Source: an optimization exercise on an open RTL-to-GDS flow (aim: small area, a short achievable clock period and few clock cycles per item). Production flows keep margins and buffers that such runs may drop. At most, simulation tests tie the RTL to the original design; equivalence was not proved. Function not checked in runs 2 and 3: the RTL went through the layout flow alone.

==> design/flow/design.v <==
module binary_division #(
    parameter   INTEGER_SIZE = 16,
                FRACT_SIZE = 16
) (
    input   wire                                            clk, rst, start_div,
    input   wire signed[INTEGER_SIZE+FRACT_SIZE-1:0]        dividend, divisor,
    output  reg  signed[INTEGER_SIZE+FRACT_SIZE-1:0]        Q_output,        
    output  reg                                             end_div
);
localparam NO_ITERATIONS = INTEGER_SIZE+2*FRACT_SIZE;
localparam  IDLE = 0,
            SHIFT_A = 1,
            END_OPERATION = 2;
reg  signed [NO_ITERATIONS-1:0]             Q_comb, Q_reg;
reg         [NO_ITERATIONS-1:0]             A_comb, A_reg;
reg  signed [INTEGER_SIZE+FRACT_SIZE-1:0]   M_comb, M_reg;
reg         [$clog2(NO_ITERATIONS):0]       counter, counter_seq;
reg         [1:0]                           current_state, next_state;
reg                                         sign_comb, sign_seq;
always @(posedge clk or negedge rst) begin
    if(!rst) begin
        Q_reg <= 'b0;
        M_reg <= 'b0;
        A_reg <= 'b0;
        counter_seq <= 'b0;
        current_state <= 'b0;
        sign_seq <= 1'b0;
    end
    else begin
        Q_reg <= Q_comb;
        M_reg <= M_comb;
        A_reg <= A_comb;
        counter_seq <= counter;
        current_state <= next_state;
        sign_seq <= sign_comb;
    end
end
always @(*) begin
    Q_output = 'b0;
    end_div = 'b0;
    Q_comb = 'b0;
    M_comb = 'b0;
    A_comb = 'b0;
    counter = 'b0;
    next_state = IDLE;
    sign_comb = 1'b0;
    case (current_state)
    IDLE: begin
        if(start_div) begin
            next_state = SHIFT_A;
            sign_comb = dividend[INTEGER_SIZE+FRACT_SIZE-1] ^ divisor[INTEGER_SIZE+FRACT_SIZE-1];
            if(dividend[INTEGER_SIZE+FRACT_SIZE-1]) begin
                Q_comb = (-dividend)<<FRACT_SIZE;
            end
            else begin
                Q_comb = (dividend)<<FRACT_SIZE;
            end
            if(divisor[INTEGER_SIZE+FRACT_SIZE-1]) begin
                M_comb = -divisor;
            end
            else begin
                M_comb = divisor;
            end
            A_comb = 'b0;
        end
        else begin
            next_state = IDLE;
        end
    end 
    SHIFT_A: begin
        M_comb = M_reg;
        sign_comb = sign_seq;
        if(A_reg[NO_ITERATIONS-1]) begin
            A_comb = {A_reg[NO_ITERATIONS-2:0],Q_reg[NO_ITERATIONS-1]} + M_reg;
        end
        else begin
            A_comb = {A_reg[NO_ITERATIONS-2:0],Q_reg[NO_ITERATIONS-1]} - M_reg;
        end
        if(A_comb[NO_ITERATIONS-1]) begin
            Q_comb = (Q_reg<<1);
        end
        else begin
            Q_comb = (Q_reg<<1) + 1'b1;
        end
        counter = counter_seq + 1'b1;
        if(counter == NO_ITERATIONS) begin
            next_state = END_OPERATION;
        end 
        else begin
            next_state = SHIFT_A;
        end
    end
    END_OPERATION: begin
        if(sign_seq) begin
            Q_output = -Q_reg[NO_ITERATIONS-1:0];
        end
        else begin
            Q_output = Q_reg[NO_ITERATIONS-1:0];
        end
        end_div = 1'b1;
        next_state = IDLE;
    end
    endcase
end
endmodule
==> design/flow/run.sh <==
#!/bin/bash
# synth_recipe.tcl (not shown) runs the flow's synth.tcl, then flattens the netlist and writes it again
# the make line also repeats each setting of config.mk as NAME=value (left out here)
make -C /OpenROAD-flow-scripts/flow DESIGN_CONFIG=/design/flow/config.mk WORK_HOME=/design/flow/orfs CLKGATE_MAP_FILE= SYNTH_SCRIPT=/design/flow/synth_recipe.tcl finish
==> design/flow/config.mk <==
export PLATFORM = sky130hd
export DESIGN_NAME = binary_division
export DESIGN_NICKNAME = binary_division
export VERILOG_FILES = /design/flow/design.v
export SDC_FILE = /design/flow/constraint.sdc
export NUM_CORES = 4
export LEC_CHECK = 0
export CAP_MARGIN = 20
export CORE_MARGIN = 2
export CORE_UTILIZATION = 40
export SLEW_MARGIN = 20
==> design/flow/constraint.sdc <==
create_clock -name core_clock -period 6.0 [get_ports {clk}]
set_input_delay 1.2000 -clock core_clock [delete_from_list [all_inputs] [get_ports {clk}]]
set_output_delay 1.2000 -clock core_clock [all_outputs]
set_load 0.01 [all_outputs]
==> qor.csv, run 1 <==
stage,metric,value,unit
setup_path,crit start category,register,
cts,Post-CTS Repair Setup Buffers,0,
floorplan,die width,165,microns
timing,Slew HR,39.2,%
route,drt wl/cell,16.7,microns
synthesis,register area share after synthesis,33.4,%
finish,antenna diode count,0,
cts,clock latency (worst-skew pair),0.43,ns
cts,hold buffer count at cts,0,
setup_path,Required @ worst endpoint,4.80,ns
placed_design,gpl congestion,0.892,
cts,CTS tree,done,
synthesis,dominant cells by area after synthesis,"dfrtp_1 33%, xor2_1 9.9%, ha_1 6.4%",
cts,Root Driver,clkbuf_16,
timing,Max Clock Skew,0.0136,ns
cts,clock buffer depth,2,
cts,clk sinks,138,
route,final WL,27.9,mm
setup_path,Crit path top cell by count,or4_1,
placed_design,Post-DP Area,0.0116,sq mm
grt,largest net degree at the start of global routing,97,
route,Pre-Repair DR Iteration Count,5,
timing,Final TNS setup,0,ns
timing,RSZ-0062 raised after global routing,no,
route,residual DRC count,0,
grt,gr ovfl total,0,
run_status,status,"complete, no violations",
setup_path,Critical-path top delay cell,clkdlybuf4s50_1,
synthesis,post-synth top area cell,dfrtp_1,
timing,final setup violation count,0,
setup_path,CP max FO,5,
placed_design,dpl hpwl,20.4,mm
grt,initial antenna violation count,1,
grt,global-route wire length before repair,46.5,mm
setup_path,"CP delay by family, top",simple AND/OR/NAND/NOR gates,
synthesis,Yosys top cell area share,33.4,%
synthesis,"top cells by count, synth","140 x nand2_1, 139 x nor2_1, 138 x dfrtp_1",
synthesis,Yosys reg bits,138,
timing,Fin Hold WS,0.456,ns
route,DR vias,9241,
synthesis,Synth cell types,67,
synthesis,"Cell Area, Synth",0.0103,sq mm
setup_path,CP Class,reg -> out,
finish,Final nets,1450,
route,vias per inst,5.53,
route,post-route antenna net violation count,0,
timing,final count of pins violating max slew,0,
finish,Area Overhead vs Synth,18.0,%
floorplan,# IOs,100,
timing,worst slew pin tran,0.912,ns
setup_path,CP peak stage delay,0.55,ns
floorplan,Starting Density,40.9,%
route,Initial DRC Count,578,
setup_path,Worst Path Arrival,4.12,ns
cts,cts repair resizes,0,
cts,CTS H-tree depth,4,
grt,vias in the first global route,9012,
synthesis,Syn Nets,1384,
timing,Fmax,188,MHz
synthesis,cell with the most instances after synthesis,nand2_1,
placed_design,Port Buf Inserts,99,
finish,layout cells sized above 1,5.37,%
setup_path,buffer and inverter count on the worst path,2,
timing,final worst-path cycle share,88.6,%
cts,clk slew on worst S/H paths,0.07,ns
floorplan,Die ar.,0.0271,sq mm
setup_path,worst-path cell chain,"inv_1, ha_1, or3b_2, or4_1, or4_1, nor4_1, nand2_1, o41ai_1, xor2_1, nor2_1, clkdlybuf4s50_1",
synthesis,Post-Syn Area per Cell,8.19,sq um
grt,gr usage total,21.5,%
floorplan,CORE AREA,0.0253,sq mm
finish,"Design Area, Final",0.0122,sq mm
synthesis,Post-synth EDFFs,0,
floorplan,Chip Height,165,microns
synthesis,Mapped Cells,1263,
cts,Num CTS Buffers,17,
job,max-cap violation count,0,
setup_path,Crit. End Element,primary output,
timing,min Tclk post-route,5.32,ns
synthesis,dominant synthesized flop cell,dfrtp_1,
synthesis,post-synthesis async set-or-reset flop share,100,%
floorplan,FP Rows,58,
timing,Final Hold Viols,0,
synthesis,YS warnings,1,
worst_hold_path,HP Class,reg -> reg,
stage by stage:
stage               setup slack [ns]  util, %  std cells
floorplan                       1.68        -       1263
global placement                1.22     46.0       1640
detailed placement              1.17     46.0       1640
CTS                            0.676     48.3       1672
global route                   0.449     48.3       1672
finish                         0.683     48.3       1672
worst reg2reg max path, stage by stage, from the launching register on:
cell      delay, ns
dfrtp_1        0.43
or4_1          0.60
nor3_1         0.40
and3_1         0.36
and2_1         0.42
a21oi_1        0.14
xor2_1         0.17
ha_1           0.36
a21oi_1        0.20
o21ai_0        0.17
o21bai_1       0.20
a221o_1        0.37
a211oi_1       0.52
o21ai_0        0.23
xnor2_1        0.17
nor2_1         0.05
final cells by class:
| type | instances | area (sq um) |
|---|---|---|
| clock buffer | 18 | 439 |
| clock inverter | 14 | 150 |
| fill | 2507 | 13100 |
| inverter | 36 | 135 |
| multi-input combinational | 1026 | 6540 |
| sequential | 138 | 3450 |
| tap | 330 | 413 |
| timing repair buffer | 110 | 1070 |
cell families after synthesis:
| kind of cell | synth area share [%] |
|---|---|
| flip-flops | 33.4 |
| buffers and inverters | 3.59 |
| XOR/XNOR | 13.4 |
| AND/OR/NAND/NOR | 21.4 |
| adder cells (fa/ha/maj) | 6.61 |
| AO/OA/AOI/OAI | 21.1 |
| multiplexers | 0.496 |
layer usage:
metal  vias up  routed length (microns)  global-route usage [%]
met3        22                     1520                    4.82
met4         0                      380                    5.14
met1      4381                    13600                    30.5
li1       4609                        -                       -
met5         -                        0                       0
met2       229                    12400                    33.4
worst paths after layout:
check / start / to / slack, ns / cells after the start
setup / recovery: Q_reg[0] / Q_output[30] / 0.68 / 11
hold / removal: Q_reg[44] / Q_reg[45] / 0.46 / 2
setup reg to reg: M_reg[5] / A_reg[45] / 1.10 / 15
hold reg to reg: Q_reg[44] / Q_reg[45] / 0.46 / 2
max in group asynchronous: rst / A_reg[30] / 3.97 / 2
min in group asynchronous: rst / Q_reg[42] / 0.85 / 1
placed cells by master, fill, tap and decap left out, types with 18 or more instances in the layout:
| master | n |
|---|---|
| dfrtp_1 | 138 |
| nand4_1 | 20 |
| nor3_1 | 26 |
| o21ai_0 | 110 |
| nand3_1 | 19 |
| nor2_1 | 139 |
| or4_1 | 18 |
| xnor2_1 | 41 |
| o31ai_1 | 27 |
| nand2_1 | 139 |
| a21o_1 | 26 |
| a21oi_1 | 81 |
| xor2_1 | 117 |
| ha_1 | 53 |
| and2_1 | 22 |
| inv_1 | 36 |
| clkdlybuf4s50_1 | 97 |
Testbench counts, summed over its fixed seeds: cycles 79,992, items 1,600.
==> run 2, diff against run 1 <==
==> design/flow/design.v (replaced) <==
module binary_division #(
    parameter   INTEGER_SIZE = 16,
                FRACT_SIZE = 16
) (
    input   wire                                            clk, rst, start_div,
    input   wire signed[INTEGER_SIZE+FRACT_SIZE-1:0]        dividend, divisor,
    output  reg  signed[INTEGER_SIZE+FRACT_SIZE-1:0]        Q_output,
    output  reg                                             end_div
);
localparam W = INTEGER_SIZE+FRACT_SIZE;        
localparam NBITS = INTEGER_SIZE+2*FRACT_SIZE;  
localparam [2:0] IDLE = 3'd0, ABS = 3'd1, ITER = 3'd2, NEG = 3'd3, DONE = 3'd4;
reg  [2:0]   st;
reg  [5:0]   cnt;       
reg  [W-1:0] R;         
reg  [W-1:0] Q;         
reg  [W-1:0] M;         
reg          s;         
reg          nmin;      
wire         neg_en = (st == ABS) ? Q[W-1] : s;
wire [W-1:0] Qneg   = neg_en ? (~Q + 1'b1) : Q;
wire [W-1:0] mc = M ^ {W{M[W-1]}};             
reg  [W-1:0] mhi;                               
integer k;
always @(*) begin
    mhi[W-1] = mc[W-1];
    for (k = W-2; k >= 0; k = k - 1)
        mhi[k] = mhi[k+1] | mc[k];
end
wire [W-1:0] mmask = ~{1'b0, mhi[W-1:1]};       
wire mzero = ~mhi[0] & ~M[W-1];                 
wire         b    = Q[W-1] & ~cnt[5];           
wire         sub  = ~R[W-1] ^ M[W-1];
wire [W:0]   sum  = {R, b} + ({M[W-1], M} ^ {(W+1){sub}}) + sub;
wire         last = (cnt == NBITS-1);
wire         qbit = mzero ? ~(nmin & last) : ~sum[W-1];
reg  [7:0]   fed;
integer j;
always @(*)
    for (j = 0; j < 8; j = j + 1)
        fed[7-j] = Q[W-1-j] & ~cnt[5] & ({1'b0, cnt[4:0]} + j < 32);
wire [W-1:0] R8   = {R[W-9:0], fed};
wire         skip = ~R[W-1] & ~|R[W-2:W-9] & ~|(R8 & mmask) & ~mzero & (cnt <= NBITS-8);
wire [5:0]   cnt_n = cnt + (skip ? 6'd8 : 6'd1);
always @(posedge clk or negedge rst) begin
    if (!rst)
        st <= IDLE;
    else case (st)
        IDLE: if (start_div) st <= dividend[W-1] ? ABS : ITER;
        ABS:  st <= ITER;
        ITER: if (cnt_n == NBITS) st <= s ? NEG : DONE;
        NEG:  st <= DONE;
        default: st <= IDLE;
    endcase
end
always @(posedge clk) begin
    if (st == IDLE) begin
        M    <= divisor;
        s    <= dividend[W-1] ^ divisor[W-1];
        nmin <= (dividend == {1'b1, {(W-1){1'b0}}});
    end
    R   <= (st != ITER) ? {W{1'b0}} : skip ? R8 : sum[W-1:0];
    cnt <= (st != ITER) ? 6'd0 : cnt_n;
    Q   <= (st == IDLE) ? dividend :
           (st != ITER) ? Qneg :
           skip         ? Q << 8 : {Q[W-2:0], qbit};
end
always @(*) begin
    Q_output = Q;
    end_div  = (st == DONE);
end
endmodule
--- a/design/flow/config.mk
+++ b/design/flow/config.mk
@@ -10,2 +10,3 @@
 export CORE_UTILIZATION = 40
+export SETUP_SLACK_MARGIN = 3.0
 export SLEW_MARGIN = 20
==> qor.csv, run 2 <==
stage,metric,value,unit,change
run_status,status,"complete, no violations",,
setup_path,CP max FO,5,,unchanged
synthesis,post-synthesis async set-or-reset flop share,2.80,%,-97 points
setup_path,Crit. End Element,register,,
grt,vias in the first global route,7703,,-15%
timing,final setup violation count,0,,unchanged
route,Initial DRC Count,862,,+49%
grt,largest net degree at the start of global routing,48,,-51%
synthesis,Post-Syn Area per Cell,8.78,sq um,+7.3%
timing,Fin Hold WS,0.487,ns,+0.0309 ns
synthesis,YS warnings,1,,unchanged
grt,initial antenna violation count,0,,-1
route,drt wl/cell,21.2,microns,+27%
timing,Final Hold Viols,0,,unchanged
finish,antenna diode count,0,,unchanged
timing,RSZ-0062 raised after global routing,yes,,
route,DR vias,8275,,-10%
floorplan,die width,146,microns,-12%
worst_hold_path,HP Class,reg -> reg,,
job,max-cap violation count,0,,unchanged
cts,clk slew on worst S/H paths,0.07,ns,about the same
timing,final count of pins violating max slew,0,,unchanged
synthesis,"Cell Area, Synth",0.00802,sq mm,-22%
timing,Final TNS setup,0,ns,unchanged
timing,Fmax,268,MHz,+43%
floorplan,Chip Height,146,microns,-12%
synthesis,Yosys reg bits,107,,-22%
finish,fill count,1688,,-33%
cts,clock buffer depth,2,,unchanged
setup_path,Reg2Reg Depth,15,,unchanged
cts,Root Driver,clkbuf_16,,
placed_design,gpl congestion,0.893,,+0.13%
synthesis,Post-synth EDFFs,66,,+66
timing,min Tclk post-route,3.73,ns,-1.59 ns
setup_path,crit start category,register,,
timing,Slew HR,37.3,%,-1.9 points
grt,gr usage total,25.3,%,+3.8 points
finish,layout cells sized above 1,25.4,%,+20 points
synthesis,dominant cells by area after synthesis,"edfxtp_1 25%, dfxtp_1 9.5%, xnor2_1 7.0%",,
cts,hold buffer count at cts,0,,unchanged
placed_design,Port Buf Inserts,99,,unchanged
finish,Layout Cells excl Fill,1369,,-18%
finish,"commonest non-fill, non-tap cell in the layout",clkdlybuf4s50_1,,
route,final WL,29.0,mm,+3.8%
floorplan,CORE AREA,0.0196,sq mm,-22%
finish,final core occ,58.7,%,+10 points
timing,worst slew pin tran,0.939,ns,+0.0269 ns
setup_path,CP Class,reg -> reg,,
route,Pre-Repair DR Iteration Count,7,,+2
synthesis,register area share after synthesis,35.1,%,+1.7 points
synthesis,Mapped Cells,913,,-28%
route,vias per inst,6.04,,+9.4%
synthesis,"top cells by count, synth","71 x nand2_1, 66 x edfxtp_1, 66 x nor2_1",,
synthesis,Yosys top cell area share,24.7,%,-8.7 points
floorplan,FP Rows,51,,-12%
cts,Num CTS Buffers,9,,-8
synthesis,post-synth top area cell,edfxtp_1,,
grt,global-route wire length before repair,42.9,mm,-7.7%
cts,CTS tree,done,,
placed_design,Placed Cells,1242,,-24%
timing,Max Clock Skew,0.00791,ns,-0.00573 ns
finish,Area Overhead vs Synth,43.5,%,
setup_path,Required @ worst endpoint,6.25,ns,+1.45 ns
timing,final worst-path cycle share,62.1,%,-27 points
synthesis,Syn Nets,1015,,-27%
placed_design,dpl hpwl,17.9,mm,-12%
cts,clock latency (worst-skew pair),0.37,ns,-0.06 ns
route,residual DRC count,0,,unchanged
worst_hold_path,Worst Hold Depth,1,,-1
route,post-route antenna net violation count,0,,unchanged
cts,CTS H-tree depth,3,,-1
synthesis,Synth cell types,75,,+12%
cts,clk sinks,107,,-22%
synthesis,dominant synthesized flop cell,edfxtp_1,,
floorplan,Die ar.,0.0212,sq mm,-22%
finish,Final nets,1201,,-17%
finish,most frequent cells in the layout,"99 x clkdlybuf4s50_1, 87 x buf_4, 67 x nand2_1",,
floorplan,# IOs,100,,unchanged
setup_path,Worst Path Arrival,3.97,ns,-0.15 ns
synthesis,cell with the most instances after synthesis,nand2_1,,
floorplan,Starting Density,40.9,%,about the same
grt,gr ovfl total,0,,unchanged
[run 2: cell count changes after synthesis, moves of 19 or more]
cell	delta
dfrtp_1	-135
xor2_1	-91
nor2_1	-73
nand2_1	-69
edfxtp_1	+66
o21ai_0	-56
dfxtp_1	+38
a21oi_1	-26
mux2i_1	+24
o31ai_1	-24
clkbuf_1	-23
xnor2_1	+23
ha_1	-19
[run 2: through the flow]
step                cell area, sq um  worst slack, ns
floorplan                       8150             2.38
global placement                9320             1.95
detailed placement              9320             1.90
CTS                            10600             2.38
global route                   11500             2.11
finish                         11500             2.28
[run 2: logic make-up after synthesis]
| kind of cell | after synthesis | share of synthesized area [%] |
|---|---|---|
| xor+xnor | 90 | 9.83 |
| fa+ha+maj | 35 | 5.56 |
| mux | 28 | 3.50 |
| flops | 107 | 35.1 |
| simple gates | 335 | 21.8 |
| compound gates | 245 | 20.3 |
| buf+inv | 73 | 3.85 |
[run 2: critical path, stage by stage, from the launching register on]
cell	delay, ns
edfxtp_1	0.46
buf_12	0.18
or3_4	0.33
or4_4	0.51
a2111oi_4	0.43
o21a_1	0.24
or4_4	0.16
nor2_4	0.05
ha_4	0.29
inv_4	0.05
o21ai_2	0.14
nand2_1	0.11
xnor2_2	0.18
nor4_2	0.22
o21ai_1	0.12
o311a_1	0.14
[run 2: timing repair]
item | CTS | global route
pin swaps | 64 | 78
setup endpoints to repair | 74 | 73
gates resized for setup | 111 | 117
cloned | 3 | 4
setup buffers | 65 | 38
[run 2: per-layer routing]
| metal | GRT usage, % | part of all wire [%] | up-vias |
|---|---|---|---|
| met3 | 4.80 | 7.2 | 73 |
| met4 | 7.75 | 3.0 | 0 |
| met5 | 0 | 0 | - |
| li1 | - | - | 3818 |
| met1 | 35.4 | 44 | 4033 |
| met2 | 39.7 | 46 | 351 |
[run 2: cell type report]
| class | count | area (sq um) | area share [%] |
|---|---|---|---|
| Multi-Input combinational cell | 734 | 5810 | 50.5 |
| Sequential cell | 107 | 2820 | 24.5 |
| Clock inverter | 6 | 41.3 | 0.359 |
| Clock buffer | 10 | 229 | 1.99 |
| Tap cell | 265 | 332 | 2.88 |
| Timing Repair Buffer | 218 | 2160 | 18.8 |
| Inverter | 29 | 111 | 0.968 |
[run 2: path summary, 6_finish.rpt]
path / start / endpoint / slack (ns)
worst max-delay path: M[31] / st[1] / 2.28
worst min-delay path: st[2] / st[2] / 0.49
worst max register to register: M[31] / st[1] / 2.28
worst min register to register: st[2] / st[2] / 0.49
max in group asynchronous: rst / st[1] / 4.78
min in group asynchronous: rst / st[0] / 1.03
==> run 3, diff against run 2 <==
--- a/design/flow/config.mk
+++ b/design/flow/config.mk
@@ -10,3 +10,3 @@
 export CORE_UTILIZATION = 40
-export SETUP_SLACK_MARGIN = 3.0
+export SETUP_SLACK_MARGIN = 3.6
 export SLEW_MARGIN = 20
==> qor.csv, run 3 <==
stage,metric,value,unit,change
run_status,status,"complete, no violations",,
synthesis,Yosys reg bits,107,,unchanged
route,drt wl/cell,21.9,microns,+3.3%
setup_path,crit start category,register,,
cts,clk sinks,107,,unchanged
synthesis,register area share after synthesis,35.1,%,unchanged
route,vias per inst,6.17,,+2.0%
timing,final count of pins violating max slew,0,,unchanged
floorplan,die width,146,microns,unchanged
floorplan,Chip Height,146,microns,unchanged
finish,final core occ,60.3,%,+1.6 points
route,met3 WL,2.85,mm,+37%
worst_hold_path,Worst Hold Depth,2,,+1
synthesis,dominant synthesized flop cell,edfxtp_1,,
synthesis,"top cells by count, synth","71 x nand2_1, 66 x edfxtp_1, 66 x nor2_1",,
grt,initial antenna violation count,0,,unchanged
floorplan,CORE AREA,0.0196,sq mm,unchanged
placed_design,Port Buf Inserts,99,,unchanged
timing,Final TNS setup,0,ns,unchanged
cts,hold buffer count at cts,0,,unchanged
route,uppermost layer routed,met4,,
synthesis,YS warnings,1,,unchanged
cts,CTS tree,done,,
setup_path,Reg2Reg Capture Point,st[1],,
timing,Fin Hold WS,0.522,ns,+0.0349 ns
cts,CTS H-tree depth,3,,unchanged
grt,gr usage total,26.4,%,+1.1 points
synthesis,post-synthesis async set-or-reset flop share,2.80,%,unchanged
placed_design,Placed Cells,1242,,unchanged
finish,Area Overhead vs Synth,47.4,%,
worst_hold_path,Min-Delay Startpoint,R[3],,
setup_path,Reg2Reg Depth,18,,+3
synthesis,Syn Nets,1015,,unchanged
setup_path,CP max FO,6,,+1
grt,largest net degree at the start of global routing,48,,unchanged
cts,Num CTS Buffers,9,,unchanged
route,Metal-1 WL,13.2,mm,+3.7%
setup_path,Worst Path Arrival,4.10,ns,+0.13 ns
timing,min Tclk post-route,3.85,ns,+0.125 ns
synthesis,cell with the most instances after synthesis,nand2_1,,
synthesis,"Cell Area, Synth",0.00802,sq mm,unchanged
route,final WL,31.1,mm,+7.3%
synthesis,Mapped Cells,913,,unchanged
grt,gr ovfl total,0,,unchanged
timing,Slew HR,50.0,%,+13 points
finish,Layout Cells excl Fill,1421,,+3.8%
cts,clk slew on worst S/H paths,0.08,ns,about the same
finish,layout cells sized above 1,29.3,%,+4.0 points
synthesis,dominant cells by area after synthesis,"edfxtp_1 25%, dfxtp_1 9.5%, xnor2_1 7.0%",,
worst_hold_path,HP Class,reg -> reg,,
timing,final setup violation count,0,,unchanged
job,max-cap violation count,0,,unchanged
route,Initial DRC Count,957,,+11%
synthesis,Yosys top cell area share,24.7,%,unchanged
route,residual DRC count,0,,unchanged
synthesis,Post-synth EDFFs,66,,unchanged
synthesis,Post-Syn Area per Cell,8.78,sq um,unchanged
cts,clock buffer depth,2,,unchanged
floorplan,Starting Density,40.9,%,unchanged
synthesis,Synth cell types,75,,unchanged
timing,Max Clock Skew,0.0127,ns,+0.00474 ns
cts,Root Driver,clkbuf_16,,
timing,Fmax,260,MHz,-3.2%
finish,"Design Area, Final",0.0118,sq mm,+2.7%
route,Pre-Repair DR Iteration Count,12,,+5
finish,most frequent cells in the layout,"120 x buf_4, 66 x edfxtp_1, 66 x nand2_1",,
grt,vias in the first global route,7812,,+1.4%
timing,RSZ-0062 raised after global routing,yes,,
floorplan,FP Rows,51,,unchanged
placed_design,dpl hpwl,18.2,mm,+1.6%
timing,worst slew pin tran,0.749,ns,-0.191 ns
grt,global-route wire length before repair,44.3,mm,+3.2%
floorplan,Die ar.,0.0212,sq mm,unchanged
timing,final worst-path cycle share,64.2,%,+2.1 points
placed_design,Post-DP Area,0.00936,sq mm,+0.42%
setup_path,Reg2Reg Setup Slack,2.15,ns,-0.12 ns
route,met2 wire length,14.2,mm,+6.8%
finish,"commonest non-fill, non-tap cell in the layout",buf_4,,
route,post-route antenna net violation count,0,,unchanged
synthesis,post-synth top area cell,edfxtp_1,,
placed_design,gpl congestion,0.903,,+1.1%
finish,Final nets,1253,,+4.3%
route,DR vias,8765,,+5.9%
worst_hold_path,worst hold endpoint,R[11],,
setup_path,Required @ worst endpoint,6.25,ns,about the same
timing,Final Hold Viols,0,,unchanged
setup_path,Reg-to-Reg Start,M[31],,
setup_path,Crit. End Element,register,,
cts,clock latency (worst-skew pair),0.37,ns,about the same
floorplan,# IOs,100,,unchanged
finish,antenna diode count,0,,unchanged
setup_path,CP Class,reg -> reg,,
## run 3: cell counts after synthesis
No cell type changed its count.
## run 3: cell type report
cell class                      instances  area, sq um
Inverter                               29          111
Multi-Input combinational cell        736         5720
Timing Repair Buffer                  268         2560
Fill cell                            1665         7770
Sequential cell                       107         2830
Clock buffer                           11          233
Clock inverter                          5         37.5
Tap cell                              265          332
## run 3: worst max path at each step
| stage | from | endpoint | slack (ns) | cells after the start |
|---|---|---|---|---|
| floorplan | M[31] | R[20] | 2.38 | 15 |
| global placement | M[31] | st[1] | 2.05 | 15 |
| detailed placement | M[31] | st[1] | 1.95 | 15 |
| CTS | M[31] | st[1] | 2.39 | 19 |
| global route | M[31] | st[1] | 2.02 | 19 |
| finish | M[31] | st[1] | 2.15 | 18 |
## run 3: worst max-delay path, cell delays in order (launching register included)
cell and delay, ns:
edfxtp_1 0.42, buf_6 0.15, buf_12 0.13, or3_4 0.33
or4_4 0.50, a2111oi_4 0.47, o21a_1 0.24, or4_4 0.15
nor2_4 0.05, inv_2 0.06, ha_4 0.15, ha_4 0.16
xnor2_2 0.12, nand2_1 0.10, a21oi_2 0.19, a31oi_2 0.08
nor4_2 0.18, o21ai_1 0.14, o311a_1 0.13
## run 3: cells by family after synthesis
kind of cell             after synthesis  synth area share (%)
multiplexers                          28                  3.50
flip-flops                           107                  35.1
AO/OA/AOI/OAI                        245                  20.3
adder cells (fa/ha/maj)               35                  5.56
AND/OR/NAND/NOR                      335                  21.8
buffers and inverters                 73                  3.85
XOR/XNOR                              90                  9.83
## run 3: through the flow
step                setup WS (ns)
finish                       2.15
global route                 2.02
CTS                          2.39
detailed placement           1.95
global placement             2.05
floorplan                    2.38
## run 3: repair_timing
item / CTS / global route
setup endpoints to repair: 107 / 93
gates cloned: 6 / 5
pin swaps: 33 / 62
resized for setup: 183 / 127
setup buffers: 95 / 56
## run 3: layer usage
metal  GRT usage (%)  vias up
met2            41.2      499
li1                -     3924
met5               0        -
met3            4.80       90
met4            7.45        0
met1            37.6     4252
==> run 4, diff against run 3 <==
--- a/design/flow/design.v
+++ b/design/flow/design.v
@@ -56,12 +56,23 @@
 always @(posedge clk) begin
-    if (st == IDLE) begin
-        M    <= divisor;
-        s    <= dividend[W-1] ^ divisor[W-1];
-        nmin <= (dividend == {1'b1, {(W-1){1'b0}}});
-    end
-    R   <= (st != ITER) ? {W{1'b0}} : skip ? R8 : sum[W-1:0];
-    cnt <= (st != ITER) ? 6'd0 : cnt_n;
-    Q   <= (st == IDLE) ? dividend :
-           (st != ITER) ? Qneg :
-           skip         ? Q << 8 : {Q[W-2:0], qbit};
+    case (st)
+        IDLE: begin
+            Q    <= dividend;
+            M    <= divisor;
+            R    <= 0;
+            cnt  <= 0;
+            s    <= dividend[W-1] ^ divisor[W-1];
+            nmin <= (dividend == {1'b1, {(W-1){1'b0}}});
+        end
+        ITER: begin
+            cnt <= cnt_n;
+            if (skip) begin
+                R <= R8;
+                Q <= Q << 8;
+            end else begin
+                R <= sum[W-1:0];
+                Q <= {Q[W-2:0], qbit};
+            end
+        end
+        default: Q <= Qneg;    
+    endcase
 end
--- a/design/flow/config.mk
+++ b/design/flow/config.mk
@@ -10,3 +10,2 @@
 export CORE_UTILIZATION = 40
-export SETUP_SLACK_MARGIN = 3.6
 export SLEW_MARGIN = 20
==> qor.csv, run 4 <==
stage,metric,value,unit,change
run_status,status,"complete, no violations",,
setup_path,Required @ worst endpoint,6.10,ns,-0.15 ns
finish,Final nets,1018,,-19%
grt,gr usage total,22.2,%,-4.2 points
grt,global-route wire length before repair,37.5,mm,-15%
finish,layout cells sized above 1,3.80,%,-26 points
timing,worst slew pin tran,1.05,ns,+0.298 ns
cts,Root Driver,clkbuf_16,,
synthesis,Mapped Cells,837,,-8.3%
cts,CTS H-tree depth,3,,unchanged
synthesis,Post-Synth XOR/XNOR Area,10.3,%,+0.45 points
synthesis,"Cell Area, Synth",0.00809,sq mm,+0.95%
setup_path,Reg-to-Reg Start,M[31],,
grt,gr ovfl total,0,,unchanged
timing,min Tclk post-route,4.75,ns,+0.896 ns
worst_hold_path,Worst Hold Depth,1,,-1
finish,"commonest non-fill, non-tap cell in the layout",edfxtp_1,,
synthesis,dominant synthesized flop cell,edfxtp_1,,
timing,Final Hold Viols,0,,unchanged
setup_path,CP Class,reg -> reg,,
synthesis,post-synthesis simple-gate area fraction,18.0,%,-3.8 points
job,max-cap violation count,0,,unchanged
synthesis,Post-Syn Area per Cell,9.67,sq um,+10%
synthesis,Yosys reg bits,107,,unchanged
finish,fill count,1929,,+16%
synthesis,Synth cell types,66,,-12%
timing,Fin Hold WS,0.546,ns,+0.0243 ns
worst_hold_path,Min-Delay Startpoint,st[2],,
route,Pre-Repair DR Iteration Count,5,,-7
route,DR vias,6947,,-21%
floorplan,die width,146,microns,+0.46%
route,vias per inst,5.83,,-5.4%
cts,clk sinks,107,,unchanged
setup_path,CP max FO,28,,+22
route,residual DRC count,0,,unchanged
timing,Fmax,211,MHz,-19%
worst_hold_path,worst hold endpoint,st[2],,
floorplan,FP Rows,52,,+2.0%
timing,final count of pins violating max slew,0,,unchanged
synthesis,Syn Nets,939,,-7.5%
timing,final setup violation count,0,,unchanged
synthesis,adder-cell share of the synthesized area,5.50,%,-0.052 points
floorplan,Die ar.,0.0214,sq mm,+0.93%
finish,Area Overhead vs Synth,18.6,%,
cts,clk slew on worst S/H paths,0.08,ns,about the same
synthesis,"top cells by count, synth","104 x edfxtp_1, 74 x xnor2_1, 64 x nor2_1",,
placed_design,dpl hpwl,17.2,mm,-5.4%
timing,Slew HR,30.3,%,-20 points
synthesis,YS warnings,1,,unchanged
synthesis,post-synthesis async set-or-reset flop share,2.80,%,unchanged
synthesis,dominant cells by area after synthesis,"edfxtp_1 39%, xnor2_1 8.0%, mux2i_1 5.3%",,
setup_path,Reg2Reg Setup Slack,1.25,ns,-0.90 ns
route,final WL,23.9,mm,-23%
floorplan,Chip Height,146,microns,+0.46%
cts,cts repair resizes,0,,-100%
placed_design,Post-DP Area,0.00931,sq mm,-0.55%
cts,clock latency (worst-skew pair),0.37,ns,about the same
synthesis,Post-synth EDFFs,104,,+58%
setup_path,Worst Path Arrival,4.84,ns,+0.74 ns
finish,"Design Area, Final",0.00960,sq mm,-19%
finish,final core occ,47.9,%,-12 points
placed_design,Port Buf Inserts,99,,unchanged
grt,largest net degree at the start of global routing,54,,+13%
finish,most frequent cells in the layout,"104 x edfxtp_1, 99 x clkdlybuf4s50_1, 74 x xnor2_1",,
floorplan,CORE AREA,0.0200,sq mm,+2.3%
cts,Post-CTS Repair Setup Buffers,0,,-100%
timing,final worst-path cycle share,79.1,%,+15 points
placed_design,gpl congestion,0.868,,-3.9%
grt,vias in the first global route,6599,,-16%
floorplan,Starting Density,40.4,%,-0.54 points
setup_path,Reg2Reg Depth,14,,-4
floorplan,# IOs,100,,unchanged
synthesis,cell with the most instances after synthesis,edfxtp_1,,
synthesis,register area share after synthesis,39.5,%,+4.4 points
cts,CTS tree,done,,
timing,RSZ-0062 raised after global routing,no,,
route,post-route antenna net violation count,0,,unchanged
synthesis,Yosys top cell area share,38.6,%,+14 points
finish,antenna diode count,0,,unchanged
timing,Max Clock Skew,0.0138,ns,+0.00113 ns
cts,clock buffer depth,2,,unchanged
synthesis,mux cell area share after synthesis,5.32,%,+1.8 points
cts,hold buffer count at cts,0,,unchanged
cts,Num CTS Buffers,9,,unchanged
grt,initial antenna violation count,0,,unchanged
route,drt wl/cell,20.1,microns,-8.1%
synthesis,post-synth top area cell,edfxtp_1,,
synthesis,Synth Area in Compound Gates,17.8,%,-2.5 points
synthesis,largest family of logic cells by synthesized area,simple AND/OR/NAND/NOR gates,,
route,Initial DRC Count,546,,-43%
setup_path,crit start category,register,,
worst_hold_path,HP Class,reg -> reg,,
timing,Final TNS setup,0,ns,unchanged
setup_path,Crit. End Element,register,,
[run 4: layout make-up]
type	count	area [sq um]	area share [%]
clock buffers	12	256	2.67
clock inverters	4	31.3	0.326
inverters	18	67.6	0.704
multi-input cells	672	4650	48.4
flip-flops and latches	107	3200	33.3
well taps	270	338	3.52
repair buffers	108	1060	11.0
[run 4: worst max path at each step]
stage	start	to	slack, ns	depth (start not counted)
4_1_cts	M[31]	register	1.32	14
5_1_grt	M[31]	st[2]	0.91	17
3_3_place_gp	M[31]	register	1.53	14
2_1_floorplan	M[31]	R[30]	2.22	15
6_report	M[31]	register	1.25	14
3_5_place_dp	M[31]	register	1.33	14
[run 4: logic make-up after synthesis]
kind of cell,Yosys count
buf+inv,58
simple gates,272
flops,107
xor+xnor,95
mux,43
fa+ha+maj,35
compound gates,227
[run 4: per-layer routing]
layer / wire length [microns] / vias to the layer above / global-route usage [%]
met2: 11000 / 230 / 35.2
met5: 0 / - / 0
met1: 11200 / 3368 / 31.2
met4: 552 / 0 / 6.84
met3: 1160 / 36 / 3.56
li1: - / 3313 / -
[run 4: per-stage QoR]
step / setup WS, ns / std cells
floorplan: 2.22 / 837
global placement: 1.53 / 1175
detailed placement: 1.33 / 1175
CTS: 1.32 / 1191
global route: 0.907 / 1191
finish: 1.25 / 1191
[run 4: critical path, stage by stage, from the launching register on]
cell and delay [ns]:
edfxtp_1 1.04, xor2_4 0.48, buf_4 0.46, xnor2_1 0.17, ha_1 0.31, a21o_1 0.20, a21o_1 0.17, a21oi_1 0.18
nor2b_1 0.07, a21oi_1 0.36, o211ai_1 0.28, a221oi_1 0.38, xnor2_1 0.16, mux2i_1 0.14, o21ai_0 0.08
Testbench counts of run 4, summed over its fixed seeds: cycles 45,623, items 1,600.

## static timing again, ports no longer ideal
In the flow no input, the clock included, has a driving cell. The finished layouts below were timed again as built, in two steps.
Step 1, drivers: a clkbuf_16 drives clk and a buf_2 each remaining input, both assumed.
Step 2 moves the port delays by t, midway between the first and last clock arrival at a register: inputs arrive t later, outputs are due t later. That takes back most of the time a late clock gives input paths.
Slacks: ideal / step 1 / step 2; pairs: ideal / step 1.
run	shift t [ns]	setup slack, ns	cell pins on the clock port's net
run 1	0.471	0.683 / 0.636 / 1.102	1
run 2	0.409	2.275 / 2.275 / 2.275	1
run 3	0.411	2.150 / 2.150 / 2.150	1
run 4	0.405	1.254 / 1.254 / 1.254	1
After both steps every run listed still meets setup and hold.
